Context: an optimization exercise on an open-source flow, tuned for small area. The choices shown serve that exercise and are no tape-out recipe.
The RTL was checked by simulation tests, not by an equivalence proof against the original design.
Power and IR drop assume default switching activity.

Setup of rev 12:
==> flow/design.v (excerpt) <==
module top_stopwatch (
    rst,
    clk,
    quick,
    start_stop,
    seg_s001,
    seg_s01,
    seg_s1,
    seg_s10,
    seg_m1,
    seg_m10
);
==> flow/config.mk <==
export PLATFORM = sky130hd
export DESIGN_NAME = top_stopwatch
export DESIGN_NICKNAME = top_stopwatch
export VERILOG_FILES = /design/flow/design.v
export SDC_FILE = /design/flow/constraint.sdc
export NUM_CORES = 4
export LEC_CHECK = 0
export CAP_MARGIN = 20
export CORE_MARGIN = 2
export CORE_UTILIZATION = 40
export SLEW_MARGIN = 20
==> flow/constraint.sdc <==
create_clock -name core_clock -period 10.0 [get_ports {clk}]
set_input_delay 2.0000 -clock core_clock [delete_from_list [all_inputs] [get_ports {clk}]]
set_output_delay 2.0000 -clock core_clock [all_outputs]
set_load 0.01 [all_outputs]
standard.sh (not shown) runs the stock make flow with config.mk's settings and CLKGATE_MAP_FILE= SYNTH_SCRIPT=/design/flow/synth_recipe.tcl, a recipe that flattens the netlist after the stock synthesis.
==> flow/flow/run.sh <==
#!/bin/bash
# Own flow: the standard synthesis, then the combinational logic between the
# registers is mapped again by ABC for area (registers, their names and cell
# types are kept as the standard synthesis made them), then the standard
# layout steps from floorplan to finish.
set -euo pipefail
W=$PWD
R=$W/orfs/results/${FLOW_PLATFORM:-sky130hd}/top_stopwatch/base
YOSYS=$FLOW_HOME/../tools/install/yosys/bin/yosys
[ -x "$YOSYS" ] || YOSYS=$(command -v yosys)
LIB=$FLOW_HOME/platforms/sky130hd/lib/sky130_fd_sc_hd__tt_025C_1v80.lib

# 1. standard synthesis (up to the Yosys netlist)
bash standard.sh "$R/1_2_yosys.v" > $W/std_synth.log 2>&1
cp "$R/1_2_yosys.v" $W/std_yosys.v

# 2. area remap of the combinational logic
sed -e "s|@LIB@|$LIB|g" -e "s|@IN@|$W/std_yosys.v|g" -e "s|@OUT@|$W/remap.v|g" \
    -e "s|@ABC@|$W/flow/area.abc|g" -e "s|@CONSTR@|$W/flow/abc.constr|g" \
    -e "s|@TOP@|$FLOW_TOP|g" $W/flow/remap.ys > $W/remap_run.ys
"$YOSYS" -s $W/remap_run.ys > $W/remap.log 2>&1

# 3. prove the remapped netlist equal to the standard one, register by register
python3 $W/flow/cutregs.py $W/std_yosys.v $W/cut_std.v "$FLOW_TOP" > $W/cutregs.log 2>&1
python3 $W/flow/cutregs.py $W/remap.v $W/cut_remap.v "$FLOW_TOP" >> $W/cutregs.log 2>&1
sed -e "s|@LIB@|$LIB|g" -e "s|@GOLD@|$W/cut_std.v|g" -e "s|@GATE@|$W/cut_remap.v|g" \
    -e "s|@TOP@|$FLOW_TOP|g" $W/flow/equiv.ys > $W/equiv_run.ys
"$YOSYS" -s $W/equiv_run.ys > $W/equiv.log 2>&1

# 4. the standard layout from the remapped netlist
cp $W/remap.v "$R/1_2_yosys.v"
rm -f "$R/1_synth.odb" "$R/1_synth.sdc"
bash standard.sh > $W/std_layout.log 2>&1
test -s $W/out/final.def
Other scripts of this flow, unchanged in this note and not shown: flow/flow/abc.constr, flow/flow/area.abc, flow/flow/cutregs.py, flow/flow/equiv.ys, flow/flow/remap.ys
Rev 12 | stages: all done | timing, DRC, antenna: all pass
Edits applied to the flow inputs when going from rev 12 to rev 13:
diff --git a/flow/flow/run.sh b/flow/flow/run.sh
--- a/flow/flow/run.sh
+++ b/flow/flow/run.sh
@@ -29,3 +29,5 @@
 
-# 4. the standard layout from the remapped netlist
+# 4. the standard layout from the remapped netlist; each port still gets
+#    its own buffer, the smallest one (the outputs drive 0.01 pF)
+export BUFFER_PORTS_ARGS="-buffer_cell sky130_fd_sc_hd__buf_1"
 cp $W/remap.v "$R/1_2_yosys.v"
### Flow results
- Power consumption across rev 12 and rev 13: no real change.
- For ratio of total power to cell area, dividing the value from rev 12 by the value from rev 13 gives 0.926.
- Start point of the critical path: u0.cnt_clk[19]$_DFF_PN0_ -> rev 13, quick[0] -> rev 12
- Compared to rev 12, the router laid down less metal wire for rev 13.
- Rev 13: area growth from synthesis to layout lower than rev 12

## exp/maple
Another version of the RTL of top_stopwatch (not shown whole).
Size in the first run: about 270 cells after synthesis, roughly 49 I/O pins, roughly 2400 sq um of cells after synthesis.
==> flow/config.mk <==
export PLATFORM = sky130hd
export DESIGN_NAME = top_stopwatch
export DESIGN_NICKNAME = top_stopwatch
export VERILOG_FILES = /design/flow/design.v
export SDC_FILE = /design/flow/constraint.sdc
export NUM_CORES = 4
export LEC_CHECK = 0
export CAP_MARGIN = 20
export CORE_MARGIN = 2
export CORE_UTILIZATION = 40
export SLEW_MARGIN = 20
==> flow/constraint.sdc <==
create_clock -name core_clock -period 10.0 [get_ports {clk}]
set_input_delay 2.0000 -clock core_clock [delete_from_list [all_inputs] [get_ports {clk}]]
set_output_delay 2.0000 -clock core_clock [all_outputs]
set_load 0.01 [all_outputs]
==> flow/flow/run.sh <==
#!/bin/bash
# Own flow: the standard synthesis; then smaller netlists with the same
# registers (names and cell types as the standard synthesis made them), from
# ABC area mapping of the logic between the registers; the smallest one proven
# equal to the standard netlist goes through the standard layout steps,
# from floorplan to finish. Each tool's output goes to a log file here.
set -euo pipefail
W=$PWD
R=$W/orfs/results/${FLOW_PLATFORM:-sky130hd}/top_stopwatch/base
YOSYS=$FLOW_HOME/../tools/install/yosys/bin/yosys
[ -x "$YOSYS" ] || YOSYS=$(command -v yosys)
LIB=$FLOW_HOME/platforms/sky130hd/lib/sky130_fd_sc_hd__tt_025C_1v80.lib

# 1. standard synthesis (up to the Yosys netlist)
bash standard.sh "$R/1_2_yosys.v" > $W/std_synth.log 2>&1
cp "$R/1_2_yosys.v" $W/std_yosys.v

# 2. candidate netlists, each with the standard synthesis's registers:
#    (a) the standard netlist's combinational logic mapped again by ABC;
#    (b) the design synthesized again without half-adder extraction.
#    Each with a few ABC area scripts.
fill() {
  sed -e "s|@LIB@|$LIB|g" -e "s|@IN@|$W/std_yosys.v|g" -e "s|@DESIGN@|$W/design.v|g" \
      -e "s|@OUT@|$2|g" -e "s|@ABC@|$3|g" -e "s|@CONSTR@|$W/flow/abc.constr|g" \
      -e "s|@FLOW@|$FLOW_HOME|g" -e "s|@TOP@|$FLOW_TOP|g" "$1"
}
: > $W/cand_areas.txt
for abc in $W/flow/area*.abc; do
  k=$(basename $abc .abc)
  for kind in remap alt; do
    ys=$W/flow/remap.ys; [ $kind = alt ] && ys=$W/flow/synth_alt.ys
    out=$W/cand_${kind}_$k.v
    fill $ys $out $abc > $W/cand_${kind}_$k.ys
    "$YOSYS" -s $W/cand_${kind}_$k.ys > $W/cand_${kind}_$k.log 2>&1 || continue
    a=$(sed -n "s/.*Chip area for module.*: *\([0-9.]*\).*/\1/p" $out.stat | head -1)
    [ -n "$a" ] && echo "$a $out" >> $W/cand_areas.txt
  done
done
sort -n $W/cand_areas.txt > $W/cand_sorted.txt

# 3. take the smallest candidate that is proven equal to the standard netlist,
#    register by register (registers cut into ports, SAT on the miter)
python3 $W/flow/cutregs.py $W/std_yosys.v $W/cut_std.v "$FLOW_TOP" > $W/cutregs.log 2>&1
chosen=""
while read -r a cand; do
  python3 $W/flow/cutregs.py $cand $W/cut_cand.v "$FLOW_TOP" >> $W/cutregs.log 2>&1 || continue
  sed -e "s|@LIB@|$LIB|g" -e "s|@GOLD@|$W/cut_std.v|g" -e "s|@GATE@|$W/cut_cand.v|g" \
      -e "s|@TOP@|$FLOW_TOP|g" $W/flow/equiv.ys > $W/equiv_run.ys
  if "$YOSYS" -s $W/equiv_run.ys > $W/equiv_$(basename $cand .v).log 2>&1; then
    chosen=$cand; echo "chosen $a $cand" >> $W/cand_areas.txt; break
  fi
  echo "not equal: $cand" >> $W/cand_areas.txt
done < $W/cand_sorted.txt
if [ -z "$chosen" ]; then chosen=$W/std_yosys.v; echo "chosen the standard netlist" >> $W/cand_areas.txt; fi
cp $chosen $W/remap.v

# 4. the standard layout from the remapped netlist; each port still gets
#    its own buffer, the smallest one (the outputs drive 0.01 pF)
export BUFFER_PORTS_ARGS="-buffer_cell sky130_fd_sc_hd__buf_1"
# clock tree arguments, when flow/cts_args gives them
if [ -s $W/flow/cts_args ]; then export CTS_ARGS="$(cat $W/flow/cts_args)"; fi
cp $W/remap.v "$R/1_2_yosys.v"
rm -f "$R/1_synth.odb" "$R/1_synth.sdc"
bash standard.sh > $W/std_layout.log 2>&1
test -s $W/out/final.def
==> flow/flow/area12.abc <==
strash
dc2
dc2
dc2
dc2
dc2
dc2
&get -n
&st
&dch -f
&nf -R 1000 -a
&put
topo
==> flow/flow/cts_args <==
-sink_clustering_enable -buf_list sky130_fd_sc_hd__clkbuf_4 -root_buf sky130_fd_sc_hd__clkbuf_8 -dont_use_dummy_load -repair_clock_nets
Other scripts of this flow, unchanged in this note and not shown: flow/flow/abc.constr, flow/flow/area1.abc, flow/flow/area11.abc, flow/flow/area4.abc, flow/flow/area5.abc, flow/flow/area7.abc, flow/flow/area8.abc, flow/flow/cutregs.py, flow/flow/equiv.ys, flow/flow/remap.ys, flow/flow/synth_alt.ys
The final layout from exp/maple, which completed every stage, passed the timing, design-rule and antenna checks at the end of the flow.
For exp/harbor, these inputs were changed with respect to exp/maple:
==> flow/flow/cts_args <==
-buf_list sky130_fd_sc_hd__clkbuf_16 -sink_clustering_enable -sink_clustering_size 50 -sink_clustering_max_diameter 500 -sink_buffer_max_cap_derate 1.0 -dont_use_dummy_load -repair_clock_nets
--- outcome ---
- Delta (exp/harbor minus exp/maple): part of the power in combinational logic decreased 2.5 points, post-detailed-route wirelength per cell shows no meaningful change, combined area of the multi-input logic cells flat.
- exp/harbor and exp/maple ended up with nearly the same share of the clock period used by the worst path after layout.
Setup changes, exp/harbor to exp/fjord
==> flow/flow/cts_args <==
-sink_clustering_enable -sink_clustering_size 30 -buf_list sky130_fd_sc_hd__clkbuf_8 -dont_use_dummy_load -repair_clock_nets
removed: flow/flow/area12.abc
Results
Of exp/harbor and exp/fjord, exp/fjord shows the higher combinational power share, with exp/harbor below it. Compared to exp/harbor, exp/fjord has first-pass GRT wire length 1.0% lower. On shortest clock period the worst path allows after layout, exp/fjord does better than exp/harbor. What exp/harbor reported for maximum vdd ir drop has to be multiplied by 0.945 to get the figure for exp/fjord.
Here is what was changed in the inputs of exp/quartz compared with exp/fjord.
==> flow/flow/cts_args <==
-sink_clustering_enable -sink_clustering_size 50 -sink_clustering_max_diameter 300 -buf_list sky130_fd_sc_hd__clkbuf_8 -dont_use_dummy_load -repair_clock_nets
[summary]
- Comparing exp/fjord against exp/quartz, there is no change at all in least setup slack across all paths after layout.
- Compared with exp/fjord, in exp/quartz total detailed-routing wirelength stayed essentially flat; clock network latency to the later pin of the worst-skew pair about even; pin count of the biggest net entering global routing shows no meaningful change.
- From exp/fjord to exp/quartz, count of standard-cell rows did not move at all.
- As far as post-route fraction of the period consumed by the critical path goes, exp/quartz and exp/fjord are indistinguishable; the numbers are identical.
- On total power draw, exp/fjord and exp/quartz are neck and neck.

[separate check: timing with driven ports]
The results above use ideal ports. As a check the final layouts listed here were re-extracted and re-timed, cells and wires unchanged. Step 1 assumes that a clkbuf_16 drives the clock port and a buf_2 every other input. Step 2 moves the port delays by t, midway between the first and last clock arrival at a register: inputs arrive t later, outputs are due t later. That takes back most of the time a late clock gives input paths. a / b / c = ideal / step 1 / step 2; a / b = the first two.
run | shift t [ns] | setup slack, ns | pins driven straight from the clock port
rev 12 | 0.324 | 5.871 / 5.875 / 5.551 | 1
rev 13 | 0.328 | 6.098 / 6.098 / 5.942 | 1
exp/maple | 0.314 | 5.568 / 5.568 / 5.568 | 1
exp/harbor | 0.309 | 5.565 / 5.565 / 5.565 | 1
exp/fjord | 0.315 | 5.660 / 5.660 / 5.660 | 1
exp/quartz | 0.315 | 5.660 / 5.660 / 5.660 | 1
After both steps every run listed still meets setup and hold. The setup slack of rev 12, which loses most, moves by +0.004 ns with the drivers and by -0.320 ns with both steps.
